This is an optimization exercise on Yosys and OpenROAD, whose aim is small area and a short achievable clock period, not a production implementation.
Function was checked by simulation only, so behaviour that the tests miss may differ from the original.
Power figures rest on the tool's default switching activity, not on a simulated workload.

==> flow/design.v, too long to show whole: its modules and the start of the top module <==
// module fpga_top: 959 lines
module fpga_top (clk, rstn, addr, we, dx, dw, dt, out);
  // ...
==> flow/flow/run.sh <==
#!/bin/bash
# The standard layout with three changes:
#  1. after the standard synthesis, invpush.py flips full adders (and xor/xnor
#     gates) to remove most inverters between them (same function, same registers);
#  2. the port buffers are sky130_fd_sc_hd__buf_1;
#  3. timing repair aims at a shorter period (SETUP_SLACK_MARGIN);
#  4. clock tree of clkbuf_8 without dummy loads.
set -euo pipefail
MARGIN=${MARGIN:-7}
bash standard.sh synth > flow_synth.log 2>&1
R=orfs/results/sky130hd/fpga_top/base
cp $R/1_2_yosys.v $R/1_2_yosys.standard.v
python3 flow/invpush.py $R/1_2_yosys.standard.v $R/1_2_yosys.v > flow_invpush.log 2>&1
rm -f $R/1_synth.odb $R/1_synth.sdc
bash standard.sh "BUFFER_PORTS_ARGS=-buffer_cell sky130_fd_sc_hd__buf_1" SETUP_SLACK_MARGIN=$MARGIN "CTS_ARGS=-sink_clustering_enable -repair_clock_nets -dont_use_dummy_load -buf_list sky130_fd_sc_hd__clkbuf_8 -sink_clustering_size 14 -sink_clustering_max_diameter 60" finish > flow_layout.log 2>&1
==> flow/flow/invpush.py <==
#!/usr/bin/env python3
"""Rewrite a mapped Yosys netlist so that fewer inverters sit between full adders.

A full adder is self-dual: FA(~a,~b,~c) = (~sum, ~cout).  So any sky130 fa cell may be
"flipped": it then computes the complement of its old outputs from the complement of its
old inputs.  This script chooses which full adders to flip so that the fewest signals need
an inverter, removes every inverter of the netlist and adds back one inverter per signal
that still needs its complement.  Registers, ports and all other cells are untouched.

usage: invpush.py IN.v OUT.v
"""
import re, sys, random

src = open(sys.argv[1]).read()
inst_re = re.compile(r'^  (sky130_fd_sc_hd__\w+) (\S+)\s*\((.*?)\n  \);\n', re.S | re.M)
pin_re = re.compile(r'\.(\w+)\(([^()]*?)\)')

insts = []
for m in inst_re.finditer(src):
    typ, name, body = m.group(1), m.group(2), m.group(3)
    pins = [(p, n.strip()) for p, n in pin_re.findall(body)]
    insts.append(dict(typ=typ, name=name, pins=pins, span=m.span()))

OUTPINS = {'X', 'Y', 'Q', 'Q_N', 'SUM', 'COUT', 'HI', 'LO'}
def is_inv(t): return re.fullmatch(r'sky130_fd_sc_hd__(clk)?inv_\d+', t) is not None
def is_fa(t): return re.fullmatch(r'sky130_fd_sc_hd__fa_\d+', t) is not None
def is_x(t): return re.fullmatch(r'sky130_fd_sc_hd__x(n)?or2_\d+', t) is not None
def is_flip(t): return is_fa(t) or is_x(t)

# output ports
outports = set()
for m in re.finditer(r'^\s*output\s+(\[[^\]]*\]\s*)?(\w+);', src, re.M):
    outports.add(m.group(2))
def base(n):
    return re.sub(r'\s*\[\d+\]\s*$', '', n).lstrip('\\').strip()

driver = {}
for i, c in enumerate(insts):
    for p, n in c['pins']:
        if p in OUTPINS:
            driver[n] = (i, p)

inv_of = {}  # net driven by an inverter -> its input net
for c in insts:
    if is_inv(c['typ']):
        d = dict(c['pins'])
        inv_of[d['Y']] = d['A']
# an inverter driving a port stays; keep it simple: refuse
for y in inv_of:
    if base(y) in outports:
        sys.exit('inverter drives an output port: ' + y)

def root(n):
    q = 0
    while n in inv_of:
        n = inv_of[n]; q ^= 1
    return n, q

fas = [i for i, c in enumerate(insts) if is_flip(c['typ'])]
faidx = {i: k for k, i in enumerate(fas)}
x = [0] * len(fas)

# loads: (root, q, fa_k or None)
loads = {}
for i, c in enumerate(insts):
    if is_inv(c['typ']):
        continue
    for p, n in c['pins']:
        if p in OUTPINS or n == '' or n.startswith("1'") or n == 'clk':
            continue
        r, q = root(n)
        loads.setdefault(r, []).append((q, faidx.get(i) if is_fa(c['typ']) else None, i, p))
# output port nets driven through inverters: none (checked)

def drvflip(r):
    d = driver.get(r)
    if d is not None and d[0] in faidx:
        return faidx[d[0]]
    return None

roots = list(loads)
rdrv = {r: drvflip(r) for r in roots}
# roots touching each fa
touch = [[] for _ in fas]
for r in roots:
    s = set()
    if rdrv[r] is not None: s.add(rdrv[r])
    for q, k, i, p in loads[r]:
        if k is not None: s.add(k)
    for k in s: touch[k].append(r)

def cost_root(r):
    d = rdrv[r]
    dp = x[d] if d is not None else 0
    for q, k, i, p in loads[r]:
        e = x[k] if k is not None else 0
        if q ^ e ^ dp:
            return 1
    return 0

def total():
    return sum(cost_root(r) for r in roots)

before = sum(1 for c in insts if is_inv(c['typ']))
best = total()
random.seed(1)
import math
cur = best
bestx = list(x)
T = 2.0
n = len(fas)
iters = 400000
for it in range(iters):
    T = 2.0 * (1 - it / iters) + 0.01
    k = random.randrange(n)
    old = sum(cost_root(r) for r in touch[k])
    x[k] ^= 1
    new = sum(cost_root(r) for r in touch[k])
    dlt = new - old
    if dlt <= 0 or random.random() < math.exp(-dlt / T):
        cur += dlt
        if cur < best:
            best = cur; bestx = list(x)
    else:
        x[k] ^= 1
x[:] = bestx
after = total()

# rewrite
out = []
pos = 0
newinv = []
need = {r for r in roots if cost_root(r)}
invnet = {r: f'_invp{j}_' for j, r in enumerate(sorted(need))}
repl = {}
for i, c in enumerate(insts):
    if is_inv(c['typ']):
        repl[i] = ''
        continue
    changed = False
    pins = []
    for p, n in c['pins']:
        if p in OUTPINS or n == '' or n.startswith("1'") or n == 'clk':
            pins.append((p, n)); continue
        r, q = root(n)
        d = rdrv[r]
        dp = x[d] if d is not None else 0
        e = x[faidx[i]] if (i in faidx and is_fa(c['typ'])) else 0
        nn = invnet[r] if (q ^ e ^ dp) else r
        pins.append((p, nn))
    typ = c['typ']
    if is_x(typ) and x[faidx[i]]:
        # xor2 drives X, xnor2 drives Y
        if 'xnor2' in typ:
            typ = typ.replace('xnor2', 'xor2'); pins = [('X' if p == 'Y' else p, n) for p, n in pins]
        else:
            typ = typ.replace('xor2', 'xnor2'); pins = [('Y' if p == 'X' else p, n) for p, n in pins]
    body = ',\n'.join(f'    .{p}({n} )' if n.startswith('\\') else f'    .{p}({n})' for p, n in pins)
    repl[i] = f"  {typ} {c['name']} (\n{body}\n  );\n"
for r in sorted(need):
    newinv.append(f"  sky130_fd_sc_hd__inv_1 {invnet[r]}cell (\n    .A({r + ' ' if r.startswith(chr(92)) else r}),\n    .Y({invnet[r]})\n  );\n")
for i, c in enumerate(insts):
    a, b = c['span']
    out.append(src[pos:a]); out.append(repl[i]); pos = b
rest = src[pos:]
k = rest.rfind('endmodule')
rest = rest[:k] + ''.join(newinv) + rest[k:]
out.append(rest)
text = ''.join(out)
# declare the new wires
decl = ''.join(f'  wire {invnet[r]};\n' for r in sorted(need))
text = re.sub(r'(\n  output out;\n  wire out;\n)', lambda m: m.group(1) + decl, text, count=1) if decl else text
assert all(f'wire {invnet[r]};' in text for r in need)
open(sys.argv[2], 'w').write(text)
print(f'invpush: {len(fas)} full adders and xors, {sum(x)} flipped; inverters {before} -> {len(need)}', file=sys.stderr)
==> flow/standard.sh <==
#!/bin/bash
# synth_recipe.tcl (not shown) runs the flow's synth.tcl, then flattens the netlist and writes it again
# the make line also repeats each setting of config.mk as NAME=value (left out here)
make -C /OpenROAD-flow-scripts/flow DESIGN_CONFIG=/design/flow/config.mk WORK_HOME=/design/flow/orfs CLKGATE_MAP_FILE= SYNTH_SCRIPT=/design/flow/synth_recipe.tcl "${@:-finish}"
==> flow/config.mk <==
export PLATFORM = sky130hd
export DESIGN_NAME = fpga_top
export DESIGN_NICKNAME = fpga_top
export VERILOG_FILES = /design/flow/design.v
export SDC_FILE = /design/flow/constraint.sdc
export NUM_CORES = 4
export LEC_CHECK = 0
export CAP_MARGIN = 20
export CORE_MARGIN = 2
export CORE_UTILIZATION = 40
export SLEW_MARGIN = 20
==> flow/constraint.sdc <==
create_clock -name core_clock -period 10.0 [get_ports {clk}]
set_input_delay 2.0000 -clock core_clock [delete_from_list [all_inputs] [get_ports {clk}]]
set_output_delay 2.0000 -clock core_clock [all_outputs]
set_load 0.01 [all_outputs]
==> qor.csv, run 1 <==
metric,value,unit
top_register,tmem,
core,51200,um2
post-route-period-util,0.314,
numSequentialCells,408,
fin_nets,2772,
taps,680,
crit_arrival,3.39,ns
hold_violations,0,
stdcell_count,2627,
die_h,232,um
final_core_util,0.482,
vias_per_cell,4.98,
clock-sinks,408,
grtUsageMet1,0.298,
place_inst,2578,
postCtsHoldBufs,0,
ioPinCount,535,
power,8490,uW
dieWidth,232,um
leakage,0.00909,uW
crit_chain,buf_1 > nand2_1 > nor2_2,
cp.buffers_inverters,1,
power_leader,combinational cells,
largest_register_ffs,128,
biggestCellCategory,multi-input gates,
numCtsBuffers,40,
clk_latency,0.64,ns
worst_setup_path_start_kind,primary input,
irDropWorstVdd,505,uV
dieArea,53600,um2
antenna_cells,2,
min_from,wv2,
p_int,5060,uW
status,finished clean,
finalSetupViolations,0,
layout_commonest_cell,buf_1,
p_clk_frac,0.105,
synthCells,1390,
multi_input_area,10600,um2
htreeDepth,2,
r2r_end,p2[5],
inv_count,37,
critPathTopFamily,simple AND/OR/NAND/NOR gates,
grt_setup_unrepaired,yes,
comb-power,5060,uW
==> inputs of run 2 (changes only) <==
==> flow/flow/run.sh (replaced) <==
#!/bin/bash
# The standard layout with three changes:
#  1. after the standard synthesis, invpush.py flips full adders (and xor/xnor
#     gates) to remove most inverters between them (same function, same registers);
#  2. the port buffers are sky130_fd_sc_hd__buf_1;
#  3. timing repair aims at a shorter period (SETUP_SLACK_MARGIN);
#  4. clock tree of clkbuf_8 without dummy loads.
set -euo pipefail
MARGIN=${MARGIN:-6.8}
bash standard.sh synth > flow_synth.log 2>&1
R=orfs/results/sky130hd/fpga_top/base
cp $R/1_2_yosys.v $R/1_2_yosys.standard.v
python3 flow/invpush.py $R/1_2_yosys.standard.v $R/1_2_yosys.v > flow_invpush.log 2>&1
rm -f $R/1_synth.odb $R/1_synth.sdc
bash standard.sh "BUFFER_PORTS_ARGS=-buffer_cell sky130_fd_sc_hd__buf_1" SETUP_SLACK_MARGIN=$MARGIN "CTS_ARGS=-sink_clustering_enable -repair_clock_nets -dont_use_dummy_load -buf_list sky130_fd_sc_hd__clkbuf_8 -sink_clustering_size 18 -sink_clustering_max_diameter 70" finish > flow_layout.log 2>&1
==> run 2 against run 1 <==
Register-to-register slack got worse by 0.19 ns; fmax fell by 0.32%; sequential share of layout area rose by 0.75 points; critical endpoint is now tmem[0][4]; synthesized cell count did not move; clock skew rose by 0.054 ns; combinational power fell by 6.9%; sequential power barely moved; largest cell class unchanged; final cell count fell by 0.23%; largest power group unchanged; worst hold slack improved by 0.011 ns; die area did not move; area after synthesis did not move.
==> qor.csv, run 2 <==
metric,value,unit,change
status,finished clean,,unchanged
crit_arrival,3.45,ns,was 3.39 ns
grt.busiest_layer,met2,,unchanged
clk_latency,0.68,ns,was 0.64 ns
htreeDepth,1,,was 2
cp.buffers_inverters,2,,was 1
syn_nets,2215,,unchanged
path_clk_slew,0.09,ns,about the same
grt_usage,0.227,,was 0.231
clock-sinks,408,,unchanged
final_layout_size_suffix_gt1_frac,0.0544,,was 0.0833
fmax,0.318,GHz,was 0.319 GHz
layout_common_cells,"buf_1 (533), fa_1 (239), xor2_1 (235)",,"was buf_1 (531), xor2_1 (233), edfxtp_1 (208)"
post-route-period-util,0.315,,was 0.314
area_growth,17.1,%,was 19.2%
crit_chain,buf_1 > inv_1 > nand2_1 > nor3_4,,was buf_1 > nand2_1 > nor2_2
stdcell_count,2621,,was 2627
ys_warn_count,1,,unchanged
cpPeakStageDelay,0.91,ns,was 0.82 ns
period_needed,3.15,ns,was 3.14 ns
placed_cell_area,23800,um2,about the same
max_slew_margin,0.247,,was 0.305
largest_register_ffs,128,,unchanged
reg.largest.list,"tmem x128, p1 x115, pmem x72",,unchanged
synth_area,20700,um2,unchanged
wl_per_cell,23.3,um,was 23.6 um
worstPathMaxFanout,16,,unchanged
rows,83,,unchanged
min_from,wa2[2],,was wv2
cts_tree,yes,,unchanged
leakage,0.00897,uW,was 0.00909 uW
grt_pass1_vias,13837,,was 13934
place_ws,6.14,ns,was 6.18 ns
top_register,tmem,,unchanged
ant_nets,0,,unchanged
p_per_area,331,nW/um2,was 344 nW/um2
fin_skew,0.152,ns,was 0.0971 ns
gp_congestion,0.944,,was 0.969
vias_per_cell,4.91,,was 4.98
crit_type,primary input to flop,,unchanged
irDropWorstVdd,394,uV,was 505 uV
grt_setup_unrepaired,yes,,unchanged
post-cts-setup-buffers,0,,was 2
hold_class,flop to flop,,unchanged
fin_nets,2758,,was 2772
synthCells,1390,,unchanged
startpoint,addr[2],,was addr[1]
drc_errors,0,,unchanged
worstMarginPinSlew,1.13,ns,was 1.04 ns
finalSetupViolations,0,,unchanged
use_met3,0.0442,,was 0.0449
numCtsBuffers,30,,was 40
dieArea,53600,um2,unchanged
final_core_util,0.473,,was 0.482
firstDrtPassIters,5,,unchanged
critPathTopFamily,simple AND/OR/NAND/NOR gates,,unchanged
antenna_found_initial,22,,was 14
place_inst,2580,,was 2578
drtIter0Drc,905,,was 870
final_area,24200,um2,was 24700 um2
finalWorstSetupSlack,6.85,ns,was 6.86 ns
fin_tns_setup,0,ns,unchanged
r2r-start,p1[53],,was p1[46]
dp_hpwl,49.9,mm,was 50.3 mm
grt.overflow.total,0,,unchanged
dieWidth,232,um,unchanged
grtUsageMet2,0.395,,about the same
start_util,0.404,,unchanged
hold_violations,0,,unchanged
slew_viol_final,0,,unchanged
avgSynthCellArea,14.9,um2,unchanged
crit_required,10.31,ns,was 10.25 ns
worst_setup_path_start_kind,primary input,,unchanged
layout_commonest_cell,buf_1,,unchanged
drv_cap,0,,unchanged
root_buffer,clkbuf_8,,unchanged
grt_max_degree,52,,unchanged
ioPinCount,535,,unchanged
core,51200,um2,unchanged
grt_first_pass_wirelength,87.7,mm,was 88.9 mm
crit_path_end_kind,flop,,unchanged
grtUsageMet1,0.295,,was 0.298
crit_slowest_cell,nor3_4,,was nor2_2
wl,61.0,mm,was 62.1 mm
num_vias,12862,,was 13071
io_buffers,534,,unchanged
cts_buffer_depth,3,,unchanged
die_h,232,um,unchanged
==> run 2: metal layers <==
metal / share of wire / up-vias
met5: 0.0027 / -
met4: 0.020 / 24
met3: 0.060 / 84
met2: 0.50 / 393
met1: 0.41 / 6498
li1: - / 5863
==> run 2: area by class of cell <==
| cell class | count | area (um2) |
|---|---|---|
| Sequential cell | 408 | 10300 |
| Antenna cell | 10 | 25.0 |
| Clock buffer | 30 | 413 |
| Fill cell | 4579 | 27000 |
| Multi-Input combinational cell | 910 | 10500 |
| Timing Repair Buffer | 546 | 2110 |
| Inverter | 37 | 139 |
| Tap cell | 680 | 851 |
==> run 2: worst register-to-register path, delay by kind of cell (launching register included) <==
kind | cells | cell delay (ns)
fa+ha+maj | 5 | 2.55
flops | 1 | 0.34
==> run 2: power by group <==
group / internal [uW] / total [uW] / leakage, uW / switching (uW)
Clock: 267 / 774 / 0.000216 / 507
Combinational: 2200 / 4710 / 0.00518 / 2510
Sequential: 2300 / 2540 / 0.00357 / 235
==> run 2: repair_timing <==
item	4_1_cts	5_1_grt
hold buffers	0	0
gates resized for setup	3	5
endpoints found under the setup margin	3	18
pin swaps	0	0
==> run 2: worst paths after layout <==
check                                  end  slack [ns]  cells past startpoint
worst max-delay path            tmem[0][4]        6.85                      4
worst min-delay path                wa3[2]        0.40                      0
worst max register to register       p2[5]        6.88                      5
worst min register to register      wa3[2]        0.40                      0
==> run 2: stage by stage <==
step	hold WS, ns	power, uW
after detailed placement	0.372	7450
after floorplan	0.310	5820
after CTS	0.395	8240
after global routing	0.408	8850
final	0.399	8030
after global placement	0.381	7260
==> inputs of run 3 (changes only) <==
--- a/flow/flow/run.sh
+++ b/flow/flow/run.sh
@@ -6,7 +6,7 @@
 #  3. timing repair aims at a shorter period (SETUP_SLACK_MARGIN);
 #  4. clock tree of clkbuf_8 without dummy loads.
 set -euo pipefail
-MARGIN=${MARGIN:-6.8}
+MARGIN=${MARGIN:-7}
 bash standard.sh synth > flow_synth.log 2>&1
 R=orfs/results/sky130hd/fpga_top/base
 cp $R/1_2_yosys.v $R/1_2_yosys.standard.v
==> run 3 against run 2 <==
Non-clock buffer count grew 3; clock skew shrank 0.084 ns; routed wire length grew 0.74%; global-route usage grew 0.15 points.
==> qor.csv, run 3 <==
metric,value,unit,change
worst_setup_path_start_kind,flop,,was primary input
vias_per_cell,4.96,,was 4.91
dieArea,53600,um2,unchanged
wl_per_cell,23.5,um,was 23.3 um
leakage,0.00897,uW,about the same
p_per_area,347,nW/um2,was 331 nW/um2
clock-sinks,408,,unchanged
layout_common_cells,"buf_1 (533), xor2_1 (234), edfxtp_1 (208)",,"was buf_1 (533), fa_1 (239), xor2_1 (235)"
ys_warn_count,1,,unchanged
drc_errors,0,,unchanged
fmax,0.324,GHz,was 0.318 GHz
place_inst,2578,,was 2580
num_vias,12998,,was 12862
grt.overflow.total,0,,unchanged
numCtsBuffers,30,,unchanged
grt_usage,0.229,,was 0.227
post-route-period-util,0.308,,was 0.315
dieWidth,232,um,unchanged
worstMarginPinSlew,1.04,ns,was 1.13 ns
ant_nets,0,,unchanged
avgSynthCellArea,14.9,um2,unchanged
gp_congestion,0.969,,was 0.944
grt_max_degree,52,,unchanged
drtIter0Drc,807,,was 905
synthCells,1390,,unchanged
antenna_found_initial,14,,was 22
fin_skew,0.0677,ns,was 0.152 ns
critPathTopFamily,flip-flops,,was simple AND/OR/NAND/NOR gates
finalSetupViolations,0,,unchanged
dp_hpwl,50.3,mm,was 49.9 mm
largest_register_ffs,128,,unchanged
crit_type,flop to primary output,,was primary input to flop
synth_area,20700,um2,unchanged
grt_first_pass_wirelength,88.5,mm,was 87.7 mm
start_util,0.404,,unchanged
cts_tree,yes,,unchanged
crit_arrival,1.08,ns,was 3.45 ns
drv_cap,0,,unchanged
cts_buffer_depth,3,,unchanged
grt_setup_unrepaired,yes,,unchanged
rrSetupSlack,7.06,ns,was 6.88 ns
irDropWorstVdd,540,uV,was 394 uV
hold_class,flop to flop,,unchanged
cpPeakStageDelay,0.31,ns,was 0.91 ns
cp.buffers_inverters,1,,was 2
path_clk_slew,0.10,ns,was 0.09 ns
stdcell_count,2618,,was 2621
crit_chain,buf_2,,was buf_1 > inv_1 > nand2_1 > nor3_4
clk_latency,0.66,ns,was 0.68 ns
crit_required,8.00,ns,was 10.31 ns
fin_nets,2761,,was 2758
slew_viol_final,0,,unchanged
crit_slowest_cell,dfxtp_1,,was nor3_4
max_slew_margin,0.301,,was 0.247
top_register,tmem,,unchanged
reg.largest.list,"tmem x128, p1 x115, pmem x72",,unchanged
final_layout_size_suffix_gt1_frac,0.0848,,was 0.0544
crit_path_end_kind,primary output,,was flop
io_buffers,534,,unchanged
htreeDepth,1,,unchanged
status,finished clean,,unchanged
hold_violations,0,,unchanged
postCtsHoldBufs,0,,unchanged
grt_pass1_vias,13777,,was 13837
root_buffer,clkbuf_8,,unchanged
rows,83,,unchanged
ioPinCount,535,,unchanged
die_h,232,um,unchanged
wl,61.5,mm,was 61.0 mm
fin_tns_setup,0,ns,unchanged
area_growth,18.3,%,was 17.1%
layout_commonest_cell,buf_1,,unchanged
worstPathMaxFanout,1,,was 16
syn_nets,2215,,unchanged
core,51200,um2,unchanged
period_needed,3.08,ns,was 3.15 ns
firstDrtPassIters,7,,was 5
run 3: path summary, 6_finish.rpt:
path	from	endpoint	cells after the start
setup / recovery	outr	out	1
hold / removal	wv2	wv3	0
setup reg to reg	p1[77]	p2[5]	5
hold reg to reg	wv2	wv3	0
run 3: area by class of cell:
cell class | count | area (um2)
multi-input combinational | 910 | 10700
tap | 680 | 851
fill | 4563 | 26700
clock buffer | 30 | 413
timing repair buffer | 549 | 2170
sequential | 408 | 10300
inverter | 37 | 141
antenna | 4 | 10.0
run 3: power breakdown:
group,leakage [uW],internal (uW),total (uW),switching (uW)
clock,0.000216,267,771,503
sequential,0.00357,2300,2530,231
combinational,0.00518,2480,5190,2710
total,0.00897,5050,8490,3450
run 3: metal layers:
layer,part of all wire,vias to the layer above,routed length (um),global-route usage
li1,-,5875,-,-
met1,0.41,6568,25000,0.298
met2,0.51,443,31300,0.395
met3,0.058,90,3580,0.0437
met4,0.024,22,1470,0.0548
met5,0.0020,-,125,0
run 3: timing repair:
action,CTS,global route
pin swaps,13,25
gates cloned,0,0
endpoints found under the setup margin,93,23
resized for setup,28,30
setup buffers,2,3
hold endpoints to repair,0,0
run 3: through the flow:
| step | hold slack, ns | power, uW | utilization | setup slack [ns] | area [um2] |
|---|---|---|---|---|---|
| CTS | 0.365 | 8540 | 0.476 | 6.86 | 24400 |
| finish | 0.364 | 8490 | 0.479 | 6.92 | 24500 |
| global placement | 0.360 | 7350 | 0.465 | 6.24 | 23800 |
| floorplan | 0.310 | 5820 | - | 6.75 | 21000 |
| global route | 0.378 | 9320 | 0.478 | 6.84 | 24500 |
| detailed placement | 0.343 | 7590 | 0.465 | 6.18 | 23800 |
==> inputs of run 4 (changes only) <==
--- a/flow/flow/run.sh
+++ b/flow/flow/run.sh
@@ -6,7 +6,7 @@
 #  3. timing repair aims at a shorter period (SETUP_SLACK_MARGIN);
 #  4. clock tree of clkbuf_8 without dummy loads.
 set -euo pipefail
-MARGIN=${MARGIN:-7}
+MARGIN=${MARGIN:-7.1}
 bash standard.sh synth > flow_synth.log 2>&1
 R=orfs/results/sky130hd/fpga_top/base
 cp $R/1_2_yosys.v $R/1_2_yosys.standard.v
==> run 4 against run 3 <==
Largest cell class unchanged; total power is 0.24% lower; clock power is 1% lower; non-clock buffer count is 13 higher; area after synthesis stayed put; largest power group unchanged; critical path type unchanged.
==> qor.csv, run 4 <==
metric,value,unit,change
max_slew_margin,0.306,,was 0.301
die_h,232,um,unchanged
period_needed,3.09,ns,was 3.08 ns
drtIter0Drc,908,,was 807
drc_errors,0,,unchanged
fin_tns_setup,0,ns,unchanged
leakage,0.00907,uW,was 0.00897 uW
grt.overflow.total,0,,unchanged
crit_type,flop to primary output,,unchanged
clock-sinks,408,,unchanged
dp_hpwl,50.0,mm,was 50.3 mm
hold_class,flop to flop,,unchanged
numCtsBuffers,29,,was 30
antenna_found_initial,19,,was 14
crit_end,out,,unchanged
critPathTopFamily,flip-flops,,unchanged
combPwrFrac,0.610,,was 0.611
grt_first_pass_wirelength,88.0,mm,was 88.5 mm
syn_nets,2215,,unchanged
drv_cap,0,,unchanged
rrSetupSlack,7.08,ns,was 7.06 ns
fin_nets,2773,,was 2761
synthCells,1390,,unchanged
p_per_area,341,nW/um2,was 347 nW/um2
gp_congestion,0.984,,was 0.969
cpPeakStageDelay,0.31,ns,about the same
status,finished clean,,unchanged
grt_setup_unrepaired,yes,,unchanged
switchingPower,3400,uW,was 3450 uW
layout_common_cells,"buf_1 (528), xor2_1 (230), edfxtp_1 (208)",,"was buf_1 (533), xor2_1 (234), edfxtp_1 (208)"
worst_setup_path_start_kind,flop,,unchanged
hold_violations,0,,unchanged
wl_per_cell,23.3,um,was 23.5 um
htreeDepth,1,,unchanged
dieArea,53600,um2,unchanged
reg.largest.list,"tmem x128, p1 x115, pmem x72",,unchanged
rows,83,,unchanged
core,51200,um2,unchanged
power,8470,uW,was 8490 uW
placed_cell_area,23900,um2,was 23800 um2
cts_tree,yes,,unchanged
crit_chain,buf_2,,unchanged
worstMarginPinSlew,1.04,ns,about the same
finalSetupViolations,0,,unchanged
area_growth,20.1,%,was 18.3%
final_area,24900,um2,was 24500 um2
netSwitchingFraction,0.402,,was 0.406
post-route-period-util,0.309,,was 0.308
r2r_cells,5,,unchanged
startpoint,outr,,unchanged
dieWidth,232,um,unchanged
cp.buffers_inverters,1,,unchanged
irDropWorstVdd,463,uV,was 540 uV
root_buffer,clkbuf_8,,unchanged
ys_warn_count,1,,unchanged
top_register,tmem,,unchanged
p_int,5070,uW,was 5050 uW
cts_buffer_depth,3,,unchanged
slew_viol_final,0,,unchanged
ant_nets,0,,unchanged
ioPinCount,535,,unchanged
fin_skew,0.0637,ns,was 0.0677 ns
start_util,0.404,,unchanged
worstPathMaxFanout,1,,unchanged
p_clk_frac,0.090,,was 0.091
fmax,0.323,GHz,was 0.324 GHz
grt_pass1_vias,14174,,was 13777
crit_slowest_cell,dfxtp_1,,unchanged
grt_usage,0.228,,was 0.229
largest_register_ffs,128,,unchanged
postCtsHoldBufs,0,,unchanged
avgSynthCellArea,14.9,um2,unchanged
pwr-share-seq,0.301,,was 0.298
cp_num_cells,1,,unchanged
crit_path_end_kind,primary output,,unchanged
path_clk_slew,0.11,ns,was 0.10 ns
firstDrtPassIters,5,,was 7
min_from,wv2,,unchanged
crit_arrival,1.09,ns,was 1.08 ns
synth_area,20700,um2,unchanged
clk_latency,0.66,ns,about the same
crit_required,8.00,ns,about the same
r2r-start,p1[78],,was p1[77]
final_layout_size_suffix_gt1_frac,0.115,,was 0.0848
r2r_end,p2[5],,unchanged
io_buffers,534,,unchanged
vias_per_cell,4.98,,was 4.96
grt_max_degree,52,,unchanged
wl,61.5,mm,about the same
layout_commonest_cell,buf_1,,unchanged
num_vias,13119,,was 12998
run 4: routing by layer:
metal / track usage / wire [um] / up-vias
li1: - / - / 5898
met1: 0.296 / 24700 / 6643
met2: 0.391 / 31100 / 475
met3: 0.0464 / 4040 / 85
met4: 0.0617 / 1540 / 18
met5: 0 / 118 / -
run 4: worst min-delay path by stage:
stage	slack (ns)	depth (start not counted)	end
after floorplan	0.31	0	wa2[0]
after global placement	0.35	0	wv3
after detailed placement	0.36	0	wv3
after CTS	0.37	0	wv3
after global routing	0.38	0	wv3
final	0.36	0	wv3
run 4: cell type report:
| class | count | area (um2) |
|---|---|---|
| timing repair buffer | 562 | 2390 |
| multi-input combinational | 910 | 10800 |
| antenna | 10 | 25.0 |
| clock buffer | 29 | 399 |
| inverter | 37 | 155 |
| sequential | 408 | 10300 |
| fill | 4480 | 26300 |
| tap | 680 | 851 |
run 4: timing repair:
| action | in CTS | in global routing |
|---|---|---|
| gates resized for setup | 58 | 53 |
| endpoints found under the setup margin | 135 | 15 |
| buffers inserted | 17 | 2 |
| hold endpoints to repair | 0 | 0 |
| pin swaps | 43 | 30 |
run 4: through the flow:
step                      std cells  hold WS, ns  worst slack, ns  utilization
final                          2636        0.359             6.91        0.486
after global routing           2632        0.383             6.84        0.486
after CTS                      2624        0.375             6.84        0.482
after detailed placement       2578        0.358             6.13        0.466
after global placement         2577        0.350             6.17        0.466
after floorplan                1390        0.310             6.75            -
run 4: power groups by stage:
stage	logic [uW]	registers [uW]	clock network, uW
after detailed placement	4890	2570	0
final	5170	2550	760
after global routing	6000	2590	842
after global placement	4790	2560	0
after floorplan	3330	2490	0
after CTS	5140	2550	789
==> inputs of run 5 (changes only) <==
--- a/flow/flow/run.sh
+++ b/flow/flow/run.sh
@@ -6,7 +6,7 @@
 #  3. timing repair aims at a shorter period (SETUP_SLACK_MARGIN);
 #  4. clock tree of clkbuf_8 without dummy loads.
 set -euo pipefail
-MARGIN=${MARGIN:-7.1}
+MARGIN=${MARGIN:-7}
 bash standard.sh synth > flow_synth.log 2>&1
 R=orfs/results/sky130hd/fpga_top/base
 cp $R/1_2_yosys.v $R/1_2_yosys.standard.v
--- a/flow/config.mk
+++ b/flow/config.mk
@@ -7,5 +7,5 @@
 export LEC_CHECK = 0
 export CAP_MARGIN = 20
 export CORE_MARGIN = 2
-export CORE_UTILIZATION = 40
+export CORE_UTILIZATION = 55
 export SLEW_MARGIN = 20
==> run 5 against run 4 <==
Final area fell by 2.0%; combinational power fell by 4%; sequential power barely moved; clock skew fell by 0.023 ns; clock-buffer cell count did not move; critical path depth did not move; routed wire length rose by 5.7%; via count rose by 1.8%; non-clock buffer count fell by 7; worst setup slack improved by 0.073 ns; highest routed layer unchanged.
==> qor.csv, run 5 <==
metric,value,unit,change
max_slew_margin,0.296,,was 0.306
irDropWorstVdd,417,uV,was 463 uV
crit_arrival,1.02,ns,was 1.09 ns
synthCells,1390,,unchanged
critPathTopFamily,flip-flops,,unchanged
area_growth,17.7,%,was 20.1%
stdcell_count,2464,,was 2636
gp_congestion,0.972,,was 0.984
slew_viol_final,0,,unchanged
min_delay_path_depth,0,,unchanged
num_vias,13358,,was 13119
postCtsHoldBufs,0,,unchanged
whs_endpoint,wa2[0],,was wv3
avgSynthCellArea,14.9,um2,unchanged
place_ws,6.11,ns,was 6.13 ns
ioPinCount,535,,unchanged
wl_per_cell,26.4,um,was 23.3 um
r2r_cells,5,,unchanged
clk_latency,0.61,ns,was 0.66 ns
layout_commonest_cell,buf_1,,unchanged
fin_nets,2766,,was 2773
reg.largest.list,"tmem x128, p1 x115, pmem x72",,unchanged
p_per_area,339,nW/um2,was 341 nW/um2
grt_max_degree,52,,unchanged
whs,0.368,ns,was 0.359 ns
cts_buffer_depth,3,,unchanged
firstDrtPassIters,7,,was 5
crit_type,flop to primary output,,unchanged
numCtsBuffers,29,,unchanged
place_inst,2409,,was 2578
syn_nets,2215,,unchanged
grt.overflow.total,0,,unchanged
largest_register_ffs,128,,unchanged
final_layout_size_suffix_gt1_frac,0.0825,,was 0.115
dieArea,39200,um2,was 53600 um2
grt_first_pass_wirelength,91.0,mm,was 88.0 mm
fin_skew,0.0403,ns,was 0.0637 ns
crit_required,8.00,ns,about the same
ant_nets,0,,unchanged
post-route-period-util,0.302,,was 0.309
worstPathMaxFanout,1,,unchanged
drc_errors,0,,unchanged
dp_hpwl,53.5,mm,was 50.0 mm
crit_slowest_cell,dfxtp_2,,was dfxtp_1
grt_setup_unrepaired,yes,,unchanged
hold_class,flop to flop,,unchanged
hold_violations,0,,unchanged
finalWorstSetupSlack,6.98,ns,was 6.91 ns
worst_setup_path_start_kind,flop,,unchanged
rows,71,,was 83
fin_tns_setup,0,ns,unchanged
io_buffers,534,,unchanged
leakage,0.00906,uW,was 0.00907 uW
antenna_found_initial,21,,was 19
status,finished clean,,unchanged
period_needed,3.02,ns,was 3.09 ns
rrSetupSlack,7.05,ns,was 7.08 ns
grt_pass1_vias,13850,,was 14174
wl,65.0,mm,was 61.5 mm
grt_usage,0.335,,was 0.228
synth_area,20700,um2,unchanged
r2r-start,p1[31],,was p1[78]
fmax,0.331,GHz,was 0.323 GHz
top_register,tmem,,unchanged
r2r_end,p2[5],,unchanged
layout_common_cells,"buf_1 (522), xor2_1 (233), fa_1 (211)",,"was buf_1 (528), xor2_1 (230), edfxtp_1 (208)"
finalSetupViolations,0,,unchanged
root_buffer,clkbuf_8,,unchanged
final_area,24400,um2,was 24900 um2
core,37400,um2,was 51200 um2
clock-sinks,408,,unchanged
cts_tree,yes,,unchanged
die_h,198,um,was 232 um
ys_warn_count,1,,unchanged
start_util,0.554,,was 0.404
placed_cell_area,23600,um2,was 23900 um2
drv_cap,0,,unchanged
cp.buffers_inverters,1,,unchanged
cpPeakStageDelay,0.32,ns,was 0.31 ns
worstMarginPinSlew,1.05,ns,was 1.04 ns
vias_per_cell,5.42,,was 4.98
crit_path_end_kind,primary output,,unchanged
drtIter0Drc,1050,,was 908
dieWidth,198,um,was 232 um
htreeDepth,1,,unchanged
crit_chain,buf_6,,was buf_2
path_clk_slew,0.10,ns,was 0.11 ns
min_from,wa1[0],,was wv2
## run 5: changes by cell type in the layout (fill, tap and decap cells not counted), sizes merged
cell / before / now
buf: 560 / 548
clkbuf: 31 / 36
diode: 10 / 14
## run 5: per-stage QoR
| stage | utilization | power [uW] |
|---|---|---|
| after floorplan | - | 5820 |
| after global placement | 0.631 | 7190 |
| after detailed placement | 0.631 | 7390 |
| after CTS | 0.644 | 8220 |
| after global routing | 0.652 | 9010 |
| final | 0.652 | 8260 |
## run 5: area by class of cell
class | count | area, um2
Antenna cell | 14 | 35.0
Fill cell | 2863 | 13000
Timing Repair Buffer | 555 | 2310
Multi-Input combinational cell | 910 | 10600
Clock buffer | 29 | 399
Tap cell | 511 | 639
Sequential cell | 408 | 10300
Inverter | 37 | 141
## run 5: power by group
part | internal (uW) | switching [uW] | total (uW)
logic | 2380 | 2590 | 4980
clock network | 259 | 489 | 748
registers | 2300 | 238 | 2540
total | 4940 | 3320 | 8260
## run 5: routing by layer
metal,vias up,GRT usage,part of all wire
met1,6829,0.475,0.41
met4,4,0.0877,0.025
met5,-,0,0.00046
met3,93,0.0593,0.073
li1,5881,-,-
met2,551,0.540,0.49
## run 5: worst max path at each step
stage,cells after the start,startpoint,to
2_1_floorplan,3,dw[8],p1[0]
3_3_place_gp,3,addr[0],tmem[5][6]
3_5_place_dp,3,addr[0],tmem[5][9]
4_1_cts,1,outr,out
5_1_grt,11,Roh[5],outr
6_report,1,outr,out
## run 5: timing repair
item                       4_1_cts  5_1_grt
pin swaps                        7       24
setup endpoints to repair       94      109
resized for setup               24       28
setup buffers                    1       11
==> inputs of run 6 (changes only) <==
--- a/flow/flow/run.sh
+++ b/flow/flow/run.sh
@@ -12,4 +12,4 @@
 cp $R/1_2_yosys.v $R/1_2_yosys.standard.v
 python3 flow/invpush.py $R/1_2_yosys.standard.v $R/1_2_yosys.v > flow_invpush.log 2>&1
 rm -f $R/1_synth.odb $R/1_synth.sdc
-bash standard.sh "BUFFER_PORTS_ARGS=-buffer_cell sky130_fd_sc_hd__buf_1" SETUP_SLACK_MARGIN=$MARGIN "CTS_ARGS=-sink_clustering_enable -repair_clock_nets -dont_use_dummy_load -buf_list sky130_fd_sc_hd__clkbuf_8 -sink_clustering_size 18 -sink_clustering_max_diameter 70" finish > flow_layout.log 2>&1
+bash standard.sh "BUFFER_PORTS_ARGS=-buffer_cell sky130_fd_sc_hd__buf_1" SETUP_SLACK_MARGIN=$MARGIN "CTS_ARGS=-sink_clustering_enable -repair_clock_nets -dont_use_dummy_load -buf_list sky130_fd_sc_hd__clkbuf_8 -sink_clustering_size 18 -sink_clustering_max_diameter 70 -root_buf sky130_fd_sc_hd__clkbuf_16" finish > flow_layout.log 2>&1
--- a/flow/config.mk
+++ b/flow/config.mk
@@ -7,5 +7,5 @@
 export LEC_CHECK = 0
 export CAP_MARGIN = 20
 export CORE_MARGIN = 2
-export CORE_UTILIZATION = 55
+export CORE_UTILIZATION = 40
 export SLEW_MARGIN = 20
==> run 6 against run 5 <==
Worst hold slack worse by 0.00097 ns; worst setup slack better by 0.020 ns; critical path depth is 3 higher; first-iteration DRC count is 19% lower; sequential share of layout area is 0.48 points lower; largest cell class unchanged.
==> qor.csv, run 6 <==
metric,value,unit,change
status,finished clean,,unchanged
grt.overflow.total,0,,unchanged
io_buffers,534,,unchanged
layout_common_cells,"buf_1 (524), xor2_1 (229), edfxtp_1 (208)",,"was buf_1 (522), xor2_1 (233), fa_1 (211)"
postCtsHoldBufs,0,,unchanged
worstPathMaxFanout,1,,unchanged
clk_latency,0.56,ns,was 0.61 ns
drv_cap,0,,unchanged
drtIter0Drc,850,,was 1050
grt_setup_unrepaired,yes,,unchanged
crit_arrival,3.43,ns,was 1.02 ns
synthCells,1390,,unchanged
cts_buffer_depth,3,,unchanged
avgSynthCellArea,14.9,um2,unchanged
synth_area,20700,um2,unchanged
slew_viol_final,0,,unchanged
largest_register_ffs,128,,unchanged
grt_max_degree,52,,unchanged
drc_errors,0,,unchanged
hold_violations,0,,unchanged
top_register,tmem,,unchanged
start_util,0.404,,was 0.554
cts_tree,yes,,unchanged
fin_nets,2763,,was 2766
rrSetupSlack,7.07,ns,was 7.05 ns
wl,61.7,mm,was 65.0 mm
crit_required,10.42,ns,was 8.00 ns
n_fill_cell,4543,,was 2863
grt_pass1_vias,13889,,was 13850
rows,83,,was 71
placed_cell_area,23800,um2,was 23600 um2
clock-sinks,408,,unchanged
dp_hpwl,50.3,mm,was 53.5 mm
final_area,24700,um2,was 24400 um2
whs,0.368,ns,about the same
root_buffer,clkbuf_16,,was clkbuf_8
core,51200,um2,was 37400 um2
path_clk_slew,0.10,ns,about the same
fmax,0.333,GHz,was 0.331 GHz
htreeDepth,1,,unchanged
p_per_area,344,nW/um2,was 339 nW/um2
area_growth,19.1,%,was 17.7%
ant_nets,0,,unchanged
firstDrtPassIters,7,,unchanged
grt_first_pass_wirelength,88.7,mm,was 91.0 mm
dieArea,53600,um2,was 39200 um2
grt_usage,0.229,,was 0.335
hold_class,flop to flop,,unchanged
place_inst,2578,,was 2409
crit_path_end_kind,flop,,was primary output
finalSetupViolations,0,,unchanged
place_ws,6.18,ns,was 6.11 ns
reg.largest.list,"tmem x128, p1 x115, pmem x72",,unchanged
crit_type,primary input to flop,,was flop to primary output
wl_per_cell,23.6,um,was 26.4 um
gp_congestion,0.969,,was 0.972
max_slew_margin,0.288,,was 0.296
final_layout_size_suffix_gt1_frac,0.0914,,was 0.0825
antenna_found_initial,13,,was 21
vias_per_cell,4.96,,was 5.42
fin_skew,0.0496,ns,was 0.0403 ns
worstMarginPinSlew,1.06,ns,was 1.05 ns
die_h,232,um,was 198 um
ys_warn_count,1,,unchanged
fin_tns_setup,0,ns,unchanged
leakage,0.00905,uW,was 0.00906 uW
dieWidth,232,um,was 198 um
finalWorstSetupSlack,7.00,ns,was 6.98 ns
period_needed,3.00,ns,was 3.02 ns
ioPinCount,535,,unchanged
numCtsBuffers,30,,was 29
syn_nets,2215,,unchanged
stdcell_count,2618,,was 2464
num_vias,12984,,was 13358
layout_commonest_cell,buf_1,,unchanged
irDropWorstVdd,526,uV,was 417 uV
worst_setup_path_start_kind,primary input,,was flop
post-route-period-util,0.300,,was 0.302
## run 6: final cells by class
type / instances / area, um2 / share of cell area
antenna: 2 / 5.00 / 0.000203
sequential: 408 / 10300 / 0.416
inverter: 37 / 141 / 0.00573
tap: 680 / 851 / 0.0345
clock buffer: 30 / 447 / 0.0181
multi-input combinational: 910 / 10700 / 0.433
timing repair buffer: 551 / 2280 / 0.0925
## run 6: critical path, stage by stage
cell and delay (ns):
buf_1 0.27, xor2_1 0.21, fa_1 0.48, fa_1 0.46
## run 6: timing repair
| item | in CTS | in global routing |
|---|---|---|
| setup endpoints to repair | 112 | 79 |
| pin swaps | 13 | 32 |
| buffers inserted | 4 | 4 |
| resized for setup | 26 | 51 |
## run 6: path summary, 6_finish.rpt
| path | cells past startpoint | to | startpoint |
|---|---|---|---|
| max | 4 | p1[10] | dx[93] |
| min | 0 | wv3 | wv2 |
| max reg2reg | 5 | p2[4] | p1[3] |
| min reg2reg | 0 | wv3 | wv2 |
## run 6: per-stage QoR
| step | total power [uW] | util |
|---|---|---|
| floorplan | 5820 | - |
| global placement | 7350 | 0.465 |
| detailed placement | 7590 | 0.465 |
| CTS | 8570 | 0.477 |
| global route | 9340 | 0.482 |
| finish | 8490 | 0.482 |
## run 6: metal layers
metal,vias up,track usage,part of all wire
met5,-,0,0.0019
li1,5864,-,-
met4,22,0.0619,0.026
met1,6587,0.296,0.41
met2,417,0.396,0.51
met3,94,0.0426,0.056
## run 6: power breakdown
group,total [uW],switching (uW),internal (uW)
Combinational,5150,2700,2450
Sequential,2540,232,2300
Clock,802,504,297
Total,8490,3440,5060
==> inputs of run 7 (changes only) <==
--- a/flow/flow/run.sh
+++ b/flow/flow/run.sh
@@ -12,4 +12,4 @@
 cp $R/1_2_yosys.v $R/1_2_yosys.standard.v
 python3 flow/invpush.py $R/1_2_yosys.standard.v $R/1_2_yosys.v > flow_invpush.log 2>&1
 rm -f $R/1_synth.odb $R/1_synth.sdc
-bash standard.sh "BUFFER_PORTS_ARGS=-buffer_cell sky130_fd_sc_hd__buf_1" SETUP_SLACK_MARGIN=$MARGIN "CTS_ARGS=-sink_clustering_enable -repair_clock_nets -dont_use_dummy_load -buf_list sky130_fd_sc_hd__clkbuf_8 -sink_clustering_size 18 -sink_clustering_max_diameter 70 -root_buf sky130_fd_sc_hd__clkbuf_16" finish > flow_layout.log 2>&1
+bash standard.sh "BUFFER_PORTS_ARGS=-buffer_cell sky130_fd_sc_hd__buf_1" SETUP_SLACK_MARGIN=$MARGIN "CTS_ARGS=-sink_clustering_enable -repair_clock_nets -dont_use_dummy_load -buf_list sky130_fd_sc_hd__clkbuf_8 -sink_clustering_size 18 -sink_clustering_max_diameter 70" finish > flow_layout.log 2>&1
--- a/flow/flow/invpush.py
+++ b/flow/flow/invpush.py
@@ -133,6 +133,7 @@
 need = {r for r in roots if cost_root(r)}
 invnet = {r: f'_invp{j}_' for j, r in enumerate(sorted(need))}
 repl = {}
+newc = {}
 for i, c in enumerate(insts):
     if is_inv(c['typ']):
         repl[i] = ''
@@ -155,8 +156,49 @@
             typ = typ.replace('xnor2', 'xor2'); pins = [('X' if p == 'Y' else p, n) for p, n in pins]
         else:
             typ = typ.replace('xor2', 'xnor2'); pins = [('Y' if p == 'X' else p, n) for p, n in pins]
+    newc[i] = (typ, pins)
+# Full adders are symmetric in A, B and CIN, and CIN is their fastest input:
+# give each full adder's latest-arriving input to CIN and the earliest to A.
+ndrv = {}
+for i, (typ, pins) in newc.items():
+    for p, n in pins:
+        if p in OUTPINS:
+            ndrv[n] = (i, p)
+for r in need:
+    ndrv[invnet[r]] = ('inv', r)
+DLY = {'SUM': 0.5, 'COUT': 0.42}
+arr = {}
+sys.setrecursionlimit(100000)
+def arrival(n):
+    if n in arr:
+        return arr[n]
+    arr[n] = 0.0
+    d = ndrv.get(n)
+    if d is None:
+        a = 0.0
+    elif d[0] == 'inv':
+        a = arrival(d[1]) + 0.06
+    else:
+        typ, pins = newc[d[0]]
+        if re.search(r'__(e?df|sdf|dl)', typ):
+            a = 0.0
+        else:
+            ins = [arrival(m) for p, m in pins if p not in OUTPINS and m and not m.startswith("1'") and m != 'clk']
+            a = (max(ins) if ins else 0.0) + DLY.get(d[1], 0.25)
+    arr[n] = a
+    return a
+nswap = 0
+for i, (typ, pins) in newc.items():
+    if is_fa(typ):
+        pd = dict(pins)
+        ins = sorted([pd['A'], pd['B'], pd['CIN']], key=arrival)
+        if ins != [pd['A'], pd['B'], pd['CIN']]:
+            nswap += 1
+        pd['A'], pd['B'], pd['CIN'] = ins
+        pins = [(p, pd[p]) for p, n in pins]
     body = ',\n'.join(f'    .{p}({n} )' if n.startswith('\\') else f'    .{p}({n})' for p, n in pins)
-    repl[i] = f"  {typ} {c['name']} (\n{body}\n  );\n"
+    repl[i] = f"  {typ} {insts[i]['name']} (\n{body}\n  );\n"
+print(f'invpush: {nswap} full adders had their inputs reordered', file=sys.stderr)
 for r in sorted(need):
     newinv.append(f"  sky130_fd_sc_hd__inv_1 {invnet[r]}cell (\n    .A({r + ' ' if r.startswith(chr(92)) else r}),\n    .Y({invnet[r]})\n  );\n")
 for i, c in enumerate(insts):
--- a/flow/config.mk
+++ b/flow/config.mk
@@ -5,6 +5,7 @@
 export SDC_FILE = /design/flow/constraint.sdc
 export NUM_CORES = 4
 export LEC_CHECK = 0
+export ABC_AREA = 1
 export CAP_MARGIN = 20
 export CORE_MARGIN = 2
 export CORE_UTILIZATION = 40
==> run 7 against run 6 <==
Critical endpoint is now out; critical path depth shrank 3; die area grew 2.7%; clock skew grew 0.039 ns; non-clock buffer count grew 5; sequential power is essentially flat; register-to-register slack is essentially flat; final area grew 4.3%.
==> qor.csv, run 7 <==
metric,value,unit,change
crit_chain,buf_2,,was buf_1 > xor2_1 > fa_1 > fa_1
io_buffers,534,,unchanged
max_slew_margin,0.330,,was 0.288
grt_max_degree,30,,was 52
area_growth,21.0,%,was 19.1%
hold_class,flop to flop,,unchanged
ioPinCount,535,,unchanged
period_needed,3.07,ns,was 3.00 ns
layout_commonest_cell,buf_1,,unchanged
num_vias,13883,,was 12984
wl,64.2,mm,was 61.7 mm
drc_errors,0,,unchanged
p_per_area,308,nW/um2,was 344 nW/um2
slew_viol_final,0,,unchanged
firstDrtPassIters,5,,was 7
power,7920,uW,was 8490 uW
cp.buffers_inverters,1,,unchanged
hold_violations,0,,unchanged
antenna_found_initial,6,,was 13
final_layout_size_suffix_gt1_frac,0.123,,was 0.0914
worst_setup_path_start_kind,flop,,was primary input
crit_path_end_kind,primary output,,was flop
numCtsBuffers,28,,was 30
cpPeakStageDelay,0.31,ns,was 0.48 ns
avgSynthCellArea,12.8,um2,was 14.9 um2
dieArea,55000,um2,was 53600 um2
cts_buffer_depth,3,,unchanged
ys_warn_count,1,,unchanged
place_inst,2859,,was 2578
reg.largest.list,"tmem x128, p1 x115, pmem x72",,unchanged
finalSetupViolations,0,,unchanged
gp_congestion,0.981,,was 0.969
wl_per_cell,22.1,um,was 23.6 um
stdcell_count,2903,,was 2618
die_h,235,um,was 232 um
fin_skew,0.0883,ns,was 0.0496 ns
fin_tns_setup,0,ns,unchanged
crit_type,flop to primary output,,was primary input to flop
crit_slowest_cell,dfxtp_1,,was fa_1
post-route-period-util,0.307,,was 0.300
status,finished clean,,unchanged
drtIter0Drc,697,,was 850
synthCells,1661,,was 1390
n_fill_cell,4742,,was 4543
worstMarginPinSlew,1.00,ns,was 1.06 ns
crit_arrival,1.07,ns,was 3.43 ns
grt_setup_unrepaired,yes,,unchanged
postCtsHoldBufs,0,,unchanged
vias_per_cell,4.78,,was 4.96
crit_required,8.00,ns,was 10.42 ns
grt_first_pass_wirelength,93.9,mm,was 88.7 mm
dieWidth,235,um,was 232 um
irDropWorstVdd,466,uV,was 526 uV
largest_register_ffs,128,,unchanged
rows,84,,was 83
ant_nets,0,,unchanged
drv_cap,0,,unchanged
worstPathMaxFanout,1,,unchanged
core,52600,um2,was 51200 um2
start_util,0.405,,was 0.404
critPathTopFamily,flip-flops,,was adder cells
fmax,0.325,GHz,was 0.333 GHz
htreeDepth,1,,unchanged
leakage,0.00947,uW,was 0.00905 uW
top_register,tmem,,unchanged
grt.overflow.total,0,,unchanged
synth_area,21300,um2,was 20700 um2
grt_pass1_vias,15178,,was 13889
layout_common_cells,"buf_1 (528), nand2_1 (278), edfxtp_1 (208)",,"was buf_1 (524), xor2_1 (229), edfxtp_1 (208)"
root_buffer,clkbuf_8,,was clkbuf_16
fin_nets,3037,,was 2763
clk_latency,0.64,ns,was 0.56 ns
cts_tree,yes,,unchanged
path_clk_slew,0.11,ns,was 0.10 ns
grt_usage,0.231,,was 0.229
dp_hpwl,54.1,mm,was 50.3 mm
clock-sinks,408,,unchanged
syn_nets,2486,,was 2215
==> run 7: where the power goes <==
part / internal (uW) / switching, uW
sequential: 2300 / 234
clock: 251 / 505
combinational: 2160 / 2470
total: 4710 / 3210
==> run 7: worst paths after layout <==
kind                              from  endpoint  slack (ns)  cells past startpoint
worst max-delay path              outr       out        6.93                      1
worst min-delay path            wa1[2]    wa2[2]        0.29                      0
worst max register to register  p1[74]     p2[5]        7.06                      5
worst min register to register  wa1[2]    wa2[2]        0.29                      0
==> run 7: area by class of cell <==
cell class / count / area, um2 / share of cell area
diodes: 5 / 12.5 / 0.000486
clock buffers: 28 / 385 / 0.0150
inverters: 96 / 375 / 0.0146
multi-input cells: 1121 / 11600 / 0.450
flip-flops and latches: 408 / 10300 / 0.398
well taps: 688 / 861 / 0.0335
repair buffers: 556 / 2250 / 0.0873
repair inverters: 1 / 7.51 / 0.000292
==> run 7: what timing repair did <==
item,4_1_cts,5_1_grt
pin swaps,7,3
endpoints found under the setup margin,121,23
setup buffers,5,3
gates resized for setup,14,13
cloned,0,1
==> run 7: metrics by stage <==
stage	hold slack [ns]	instance area (um2)	util	setup slack (ns)
floorplan	0.310	22500	-	6.50
CTS	0.281	25600	0.487	6.87
global route	0.298	25700	0.490	6.86
finish	0.290	25700	0.490	6.93
global placement	0.320	25100	0.478	5.50
detailed placement	0.312	25100	0.478	5.41
==> run 7: layer usage <==
layer  vias up  GRT usage  wire, um
met4         2     0.0395      1150
li1       6469          -         -
met5         -          0         9
met3        61     0.0277      2730
met1      6978      0.295     26400
met2       373      0.426     33900
==> inputs of run 8 (changes only) <==
--- a/flow/config.mk
+++ b/flow/config.mk
@@ -5,7 +5,6 @@
 export SDC_FILE = /design/flow/constraint.sdc
 export NUM_CORES = 4
 export LEC_CHECK = 0
-export ABC_AREA = 1
 export CAP_MARGIN = 20
 export CORE_MARGIN = 2
 export CORE_UTILIZATION = 40
==> run 8 against run 7 <==
Still clean; clock skew fell by 0.018 ns; worst setup slack improved by 0.0058 ns; sequential power barely moved; final cell count fell by 9.8%; routed wire length fell by 4.4%; worst hold slack improved by 0.084 ns; clock-buffer cell count rose by 1; final area fell by 5.1%; critical path depth did not move; largest cell class unchanged; largest power group unchanged; highest routed layer unchanged.
==> qor.csv, run 8 <==
metric,value,unit,change
startpoint,outr,,unchanged
whs_endpoint,wv3,,was wa2[2]
power,8040,uW,was 7920 uW
crit_chain,buf_2,,unchanged
wl_per_cell,23.4,um,was 22.1 um
path_clk_slew,0.10,ns,was 0.11 ns
place_ws,6.01,ns,was 5.41 ns
netSwitchingFraction,0.402,,was 0.405
reg.largest.list,"tmem x128, p1 x115, pmem x72",,unchanged
min_delay_path_depth,0,,unchanged
synthCells,1390,,was 1661
switchingPower,3240,uW,was 3210 uW
dieArea,53600,um2,was 55000 um2
top_layer,met5,,unchanged
crit_slowest_cell,dfxtp_1,,unchanged
clk_latency,0.65,ns,was 0.64 ns
dieWidth,232,um,was 235 um
area_growth,18.0,%,was 21.0%
top_register,tmem,,unchanged
finalSetupViolations,0,,unchanged
irDropWorstVdd,499,uV,was 466 uV
cp.buffers_inverters,1,,unchanged
worstMarginPinSlew,1.08,ns,was 1.00 ns
wl_met3,4.00,mm,was 2.73 mm
p_int,4810,uW,was 4710 uW
ioPinCount,535,,unchanged
pwr-share-seq,0.315,,was 0.320
numCtsBuffers,29,,was 28
cpPeakStageDelay,0.30,ns,was 0.31 ns
worstPathMaxFanout,1,,unchanged
max_slew_margin,0.279,,was 0.330
htreeDepth,1,,unchanged
fmax,0.326,GHz,was 0.325 GHz
min_from,wv2,,was wa1[2]
firstDrtPassIters,7,,was 5
rrSetupSlack,7.03,ns,was 7.06 ns
wl,61.3,mm,was 64.2 mm
grt_first_pass_wirelength,88.5,mm,was 93.9 mm
fin_skew,0.0701,ns,was 0.0883 ns
drc_errors,0,,unchanged
cts_buffer_depth,3,,unchanged
drv_cap,0,,unchanged
worst_setup_path_start_kind,flop,,unchanged
num_vias,12980,,was 13883
r2r_cells,11,,was 5
ys_warn_count,1,,unchanged
die_h,232,um,was 235 um
antenna_found_initial,16,,was 6
drtIter0Drc,781,,was 697
r2r-start,Roh[1],,was p1[74]
synth_area,20700,um2,was 21300 um2
critPathTopFamily,flip-flops,,unchanged
gp_congestion,1.02,,was 0.981
crit_required,8.00,ns,about the same
rows,83,,was 84
io_buffers,534,,unchanged
grt.overflow.total,0,,unchanged
core,51200,um2,was 52600 um2
leakage,0.00899,uW,was 0.00947 uW
final_core_util,0.477,,was 0.490
root_buffer,clkbuf_8,,unchanged
r2r_end,outr,,was p2[5]
dp_hpwl,50.2,mm,was 54.1 mm
cts_tree,yes,,unchanged
post-route-period-util,0.307,,about the same
period_needed,3.07,ns,about the same
combPwrFrac,0.590,,was 0.585
finalWorstSetupSlack,6.93,ns,about the same
layout_common_cells,"buf_1 (529), xor2_1 (234), fa_1 (211)",,"was buf_1 (528), nand2_1 (278), edfxtp_1 (208)"
vias_per_cell,4.96,,was 4.78
start_util,0.404,,was 0.405
wl_met1,25.1,mm,was 26.4 mm
crit_type,flop to primary output,,unchanged
syn_nets,2215,,was 2486
status,finished clean,,unchanged
largest_register_ffs,128,,unchanged
fin_tns_setup,0,ns,unchanged
ant_nets,0,,unchanged
hold_class,flop to flop,,unchanged
grt_setup_unrepaired,yes,,unchanged
grt_pass1_vias,14079,,was 15178
crit_path_end_kind,primary output,,unchanged
fin_nets,2759,,was 3037
avgSynthCellArea,14.9,um2,was 12.8 um2
wl_met2,31.0,mm,was 33.9 mm
grt_usage,0.228,,was 0.231
layout_commonest_cell,buf_1,,unchanged
postCtsHoldBufs,0,,unchanged
stdcell_count,2619,,was 2903
clock-sinks,408,,unchanged
p_clk_frac,0.095,,about the same
final_layout_size_suffix_gt1_frac,0.0740,,was 0.123
place_inst,2579,,was 2859
hold_violations,0,,unchanged
p_per_area,329,nW/um2,was 308 nW/um2
slew_viol_final,0,,unchanged
grt_max_degree,52,,was 30
crit_arrival,1.07,ns,about the same
run 8: layout make-up:
cell class / count / area, um2
flip-flops and latches: 408 / 10300
fillers: 4609 / 26800
multi-input cells: 910 / 10600
well taps: 680 / 851
repair buffers: 548 / 2190
diodes: 7 / 17.5
clock buffers: 29 / 399
inverters: 37 / 141
run 8: what timing repair did:
action | CTS | global route
cloned | 0 | 0
setup buffers | 1 | 3
endpoints found under the setup margin | 75 | 30
resized for setup | 17 | 22
endpoints found under the hold margin | 0 | 0
pin swaps | 3 | 10
run 8: worst max path at each step:
stage	to	slack, ns	depth (start not counted)
floorplan	p1[0]	6.75	3
global placement	tmem[5][1]	6.16	3
detailed placement	tmem[5][2]	6.01	3
CTS	out	6.88	1
global route	out	6.88	1
finish	out	6.93	1
run 8: power groups by stage:
stage                     clock network, uW  logic (uW)  registers (uW)
after floorplan                           0        3330            2490
final                                   762        4750            2540
after global routing                    841        5490            2580
after detailed placement                  0        4800            2570
after global placement                    0        4680            2570
after CTS                               786        4840            2540
run 8: layer usage:
layer | global-route usage | vias up
met3 | 0.0504 | 85
met5 | 0 | -
li1 | - | 5861
met2 | 0.395 | 434
met4 | 0.0448 | 20
met1 | 0.295 | 6580
run 8: stage by stage:
| stage | hold slack, ns | area, um2 |
|---|---|---|
| after floorplan | 0.310 | 21000 |
| after global placement | 0.355 | 23800 |
| after detailed placement | 0.345 | 23800 |
| after CTS | 0.373 | 24300 |
| after global routing | 0.382 | 24400 |
| final | 0.374 | 24400 |
run 8: worst register-to-register path: stages (launching register included):
cell       delay (ns)
edfxtp_1         0.34
buf_4            0.37
a22oi_1          0.14
and4_1           0.21
a21oi_1          0.21
inv_1            0.12
ha_1             0.30
and3_1           0.17
nand3_1          0.12
a211oi_1         0.26
a2111oi_0        0.11
a2111oi_1        0.46
==> inputs of run 9 (changes only) <==
--- a/flow/config.mk
+++ b/flow/config.mk
@@ -9,3 +9,4 @@
 export CORE_MARGIN = 2
 export CORE_UTILIZATION = 40
 export SLEW_MARGIN = 20
+export TNS_END_PERCENT = 5
==> run 9 against run 8 <==
Critical path depth rose by 2; register-to-register slack got worse by 0.09 ns; combinational power fell by 2%; utilization fell by 0.76 points; final area fell by 1.6%; fmax fell by 3.7%; sequential power barely moved; area after synthesis did not move.
==> qor.csv, run 9 <==
metric,value,unit,change
status,finished clean,,unchanged
grt.overflow.total,0,,unchanged
final_core_util,0.470,,was 0.477
start_util,0.404,,unchanged
grt_pass1_vias,14045,,was 14079
layout_common_cells,"buf_1 (533), xor2_1 (263), fa_1 (244)",,"was buf_1 (529), xor2_1 (234), fa_1 (211)"
combPwrFrac,0.587,,was 0.590
r2r_cells,5,,was 11
leakage,0.00893,uW,was 0.00899 uW
dieWidth,232,um,unchanged
whs_endpoint,wa3[1],,was wv3
stdcell_count,2619,,unchanged
numCtsBuffers,28,,was 29
fin_skew,0.0499,ns,was 0.0701 ns
irDropWorstVdd,375,uV,was 499 uV
wl,60.3,mm,was 61.3 mm
rows,83,,unchanged
cts_buffer_depth,3,,unchanged
htreeDepth,1,,unchanged
startpoint,addr[2],,was outr
reg.largest.list,"tmem x128, p1 x115, pmem x72",,unchanged
cp.buffers_inverters,1,,unchanged
synthCells,1390,,unchanged
drc_errors,0,,unchanged
p_per_area,330,nW/um2,was 329 nW/um2
finalSetupViolations,0,,unchanged
r2r_end,p2[5],,was outr
dieArea,53600,um2,unchanged
p_int,4720,uW,was 4810 uW
worst_setup_path_start_kind,primary input,,was flop
ys_warn_count,1,,unchanged
min_delay_path_depth,0,,unchanged
dp_hpwl,49.0,mm,was 50.2 mm
largest_register_ffs,128,,unchanged
crit_chain,buf_1 > nand2_1 > nor2_2,,was buf_2
p_clk_frac,0.095,,about the same
fmax,0.314,GHz,was 0.326 GHz
rrSetupSlack,6.94,ns,was 7.03 ns
crit_path_end_kind,flop,,was primary output
clk_latency,0.65,ns,about the same
critPathTopFamily,simple AND/OR/NAND/NOR gates,,was flip-flops
ioPinCount,535,,unchanged
r2r-start,p1[53],,was Roh[1]
core,51200,um2,unchanged
hold_violations,0,,unchanged
pwr-share-seq,0.318,,was 0.315
fin_nets,2756,,was 2759
worstMarginPinSlew,1.11,ns,was 1.08 ns
wl_per_cell,23.0,um,was 23.4 um
drtIter0Drc,835,,was 781
firstDrtPassIters,5,,was 7
area_growth,16.1,%,was 18.0%
switchingPower,3210,uW,was 3240 uW
vias_per_cell,4.96,,about the same
antenna_found_initial,19,,was 16
cpPeakStageDelay,0.88,ns,was 0.30 ns
min_from,wa2[1],,was wv2
crit_arrival,3.45,ns,was 1.07 ns
ant_nets,0,,unchanged
root_buffer,clkbuf_8,,unchanged
max_slew_margin,0.260,,was 0.279
place_inst,2577,,was 2579
hold_class,flop to flop,,unchanged
die_h,232,um,unchanged
grt_setup_unrepaired,yes,,unchanged
crit_slowest_cell,nor2_2,,was dfxtp_1
post-route-period-util,0.318,,was 0.307
crit_type,primary input to flop,,was flop to primary output
power,7930,uW,was 8040 uW
worstPathMaxFanout,16,,was 1
num_vias,12988,,was 12980
period_needed,3.18,ns,was 3.07 ns
gp_congestion,0.935,,was 1.02
grt_max_degree,52,,unchanged
drv_cap,0,,unchanged
syn_nets,2215,,unchanged
grt_first_pass_wirelength,87.3,mm,was 88.5 mm
avgSynthCellArea,14.9,um2,unchanged
cp_num_cells,3,,was 1
slew_viol_final,0,,unchanged
n_fill_cell,4623,,was 4609
fin_tns_setup,0,ns,unchanged
top_register,tmem,,unchanged
path_clk_slew,0.10,ns,about the same
cts_tree,yes,,unchanged
clock-sinks,408,,unchanged
crit_required,10.27,ns,was 8.00 ns
netSwitchingFraction,0.405,,was 0.402
layout_commonest_cell,buf_1,,unchanged
final_layout_size_suffix_gt1_frac,0.0378,,was 0.0740
synth_area,20700,um2,unchanged
io_buffers,534,,unchanged
grt_usage,0.226,,was 0.228
run 9: changes by cell type in the layout (fill, tap and decap cells not counted), sizes merged:
cell / change
diode: +3
clkbuf: -5
buf: +2
run 9: worst max path at each step:
stage	endpoint	slack [ns]
finish	tmem[7][2]	6.82
floorplan	p1[0]	6.75
detailed placement	tmem[5][1]	6.13
global placement	tmem[5][6]	6.18
global route	outr	6.75
CTS	tmem[1][2]	6.84
run 9: worst register-to-register path, stage by stage (launching register included):
cell     delay, ns
dfxtp_1       0.35
fa_1          0.48
fa_1          0.63
fa_1          0.46
fa_1          0.52
fa_1          0.54
run 9: power by group through the flow:
stage / Sequential, uW / Combinational (uW) / Clock [uW]
6_report: 2520 / 4650 / 753
5_1_grt: 2570 / 5510 / 837
4_1_cts: 2530 / 4860 / 777
3_5_place_dp: 2570 / 4830 / 0
3_3_place_gp: 2560 / 4690 / 0
2_1_floorplan: 2490 / 3320 / 0
run 9: timing repair:
item,CTS,global route
hold buffers,0,0
pin swaps,0,1
hold endpoints to repair,0,0
resized for setup,3,7
setup endpoints to repair,118,99
buffers inserted,0,1
run 9: stage by stage:
step / hold WS [ns] / setup WS (ns) / area, um2
finish: 0.394 / 6.82 / 24000
global route: 0.399 / 6.75 / 24000
floorplan: 0.310 / 6.75 / 20700
CTS: 0.391 / 6.84 / 23900
global placement: 0.377 / 6.18 / 23500
detailed placement: 0.373 / 6.13 / 23500
run 9: area by class of cell:
| class | instances | area (um2) | share of cell area |
|---|---|---|---|
| Inverter | 37 | 141 | 0.00588 |
| Antenna cell | 10 | 25.0 | 0.00104 |
| Timing Repair Buffer | 546 | 2130 | 0.0888 |
| Multi-Input combinational cell | 910 | 10300 | 0.426 |
| Sequential cell | 408 | 10300 | 0.426 |
| Tap cell | 680 | 851 | 0.0354 |
| Clock buffer | 28 | 385 | 0.0160 |
run 9: metal layers:
layer / wire (um) / track usage
met5: 149 / 0.00735
met4: 1120 / 0.0532
met3: 3980 / 0.0524
met2: 30700 / 0.388
met1: 24400 / 0.289

## re-timing with driven ports
The results above use ideal ports. As a check the final layouts listed here were re-extracted and re-timed, cells and wires unchanged.
Step 1 assumes that a clkbuf_16 drives the clock port and a buf_2 every other input.
Step 2 also shifts input and output timing later by t, the mid clock arrival at the registers, as if the neighbouring blocks saw the same clock.
Three values: no drivers, after step 1, after step 2; two values: the first two.
run	t, ns	setup slack, ns	worst setup path at the end	clock arrival spread, ns	worst data-port slew with drivers (ns)
run 1	0.629	6.865 / 6.882 / 6.253	input to register	0.107 / 0.107	0.12
run 2	0.654	6.855 / 6.843 / 6.224	input to register	0.165 / 0.165	0.12
run 3	0.668	6.916 / 6.873 / 6.388	input to register	0.068 / 0.068	0.10
run 4	0.670	6.906 / 6.865 / 6.389	input to register	0.069 / 0.069	0.13
run 5	0.655	6.979 / 6.919 / 6.355	input to register	0.049 / 0.049	0.18
run 6	0.589	6.999 / 6.962 / 6.416	input to register	0.051 / 0.051	0.11
run 7	0.653	6.927 / 6.874 / 6.391	input to register	0.093 / 0.093	0.13
run 8	0.658	6.933 / 6.895 / 6.344	input to register	0.075 / 0.076	0.12
run 9	0.658	6.817 / 6.830 / 6.172	input to register	0.062 / 0.062	0.15
After both steps every run listed still meets setup and hold. For run 9, which loses most, drivers alone change the setup slack by +0.013 ns; drivers and shift together by -0.645 ns.
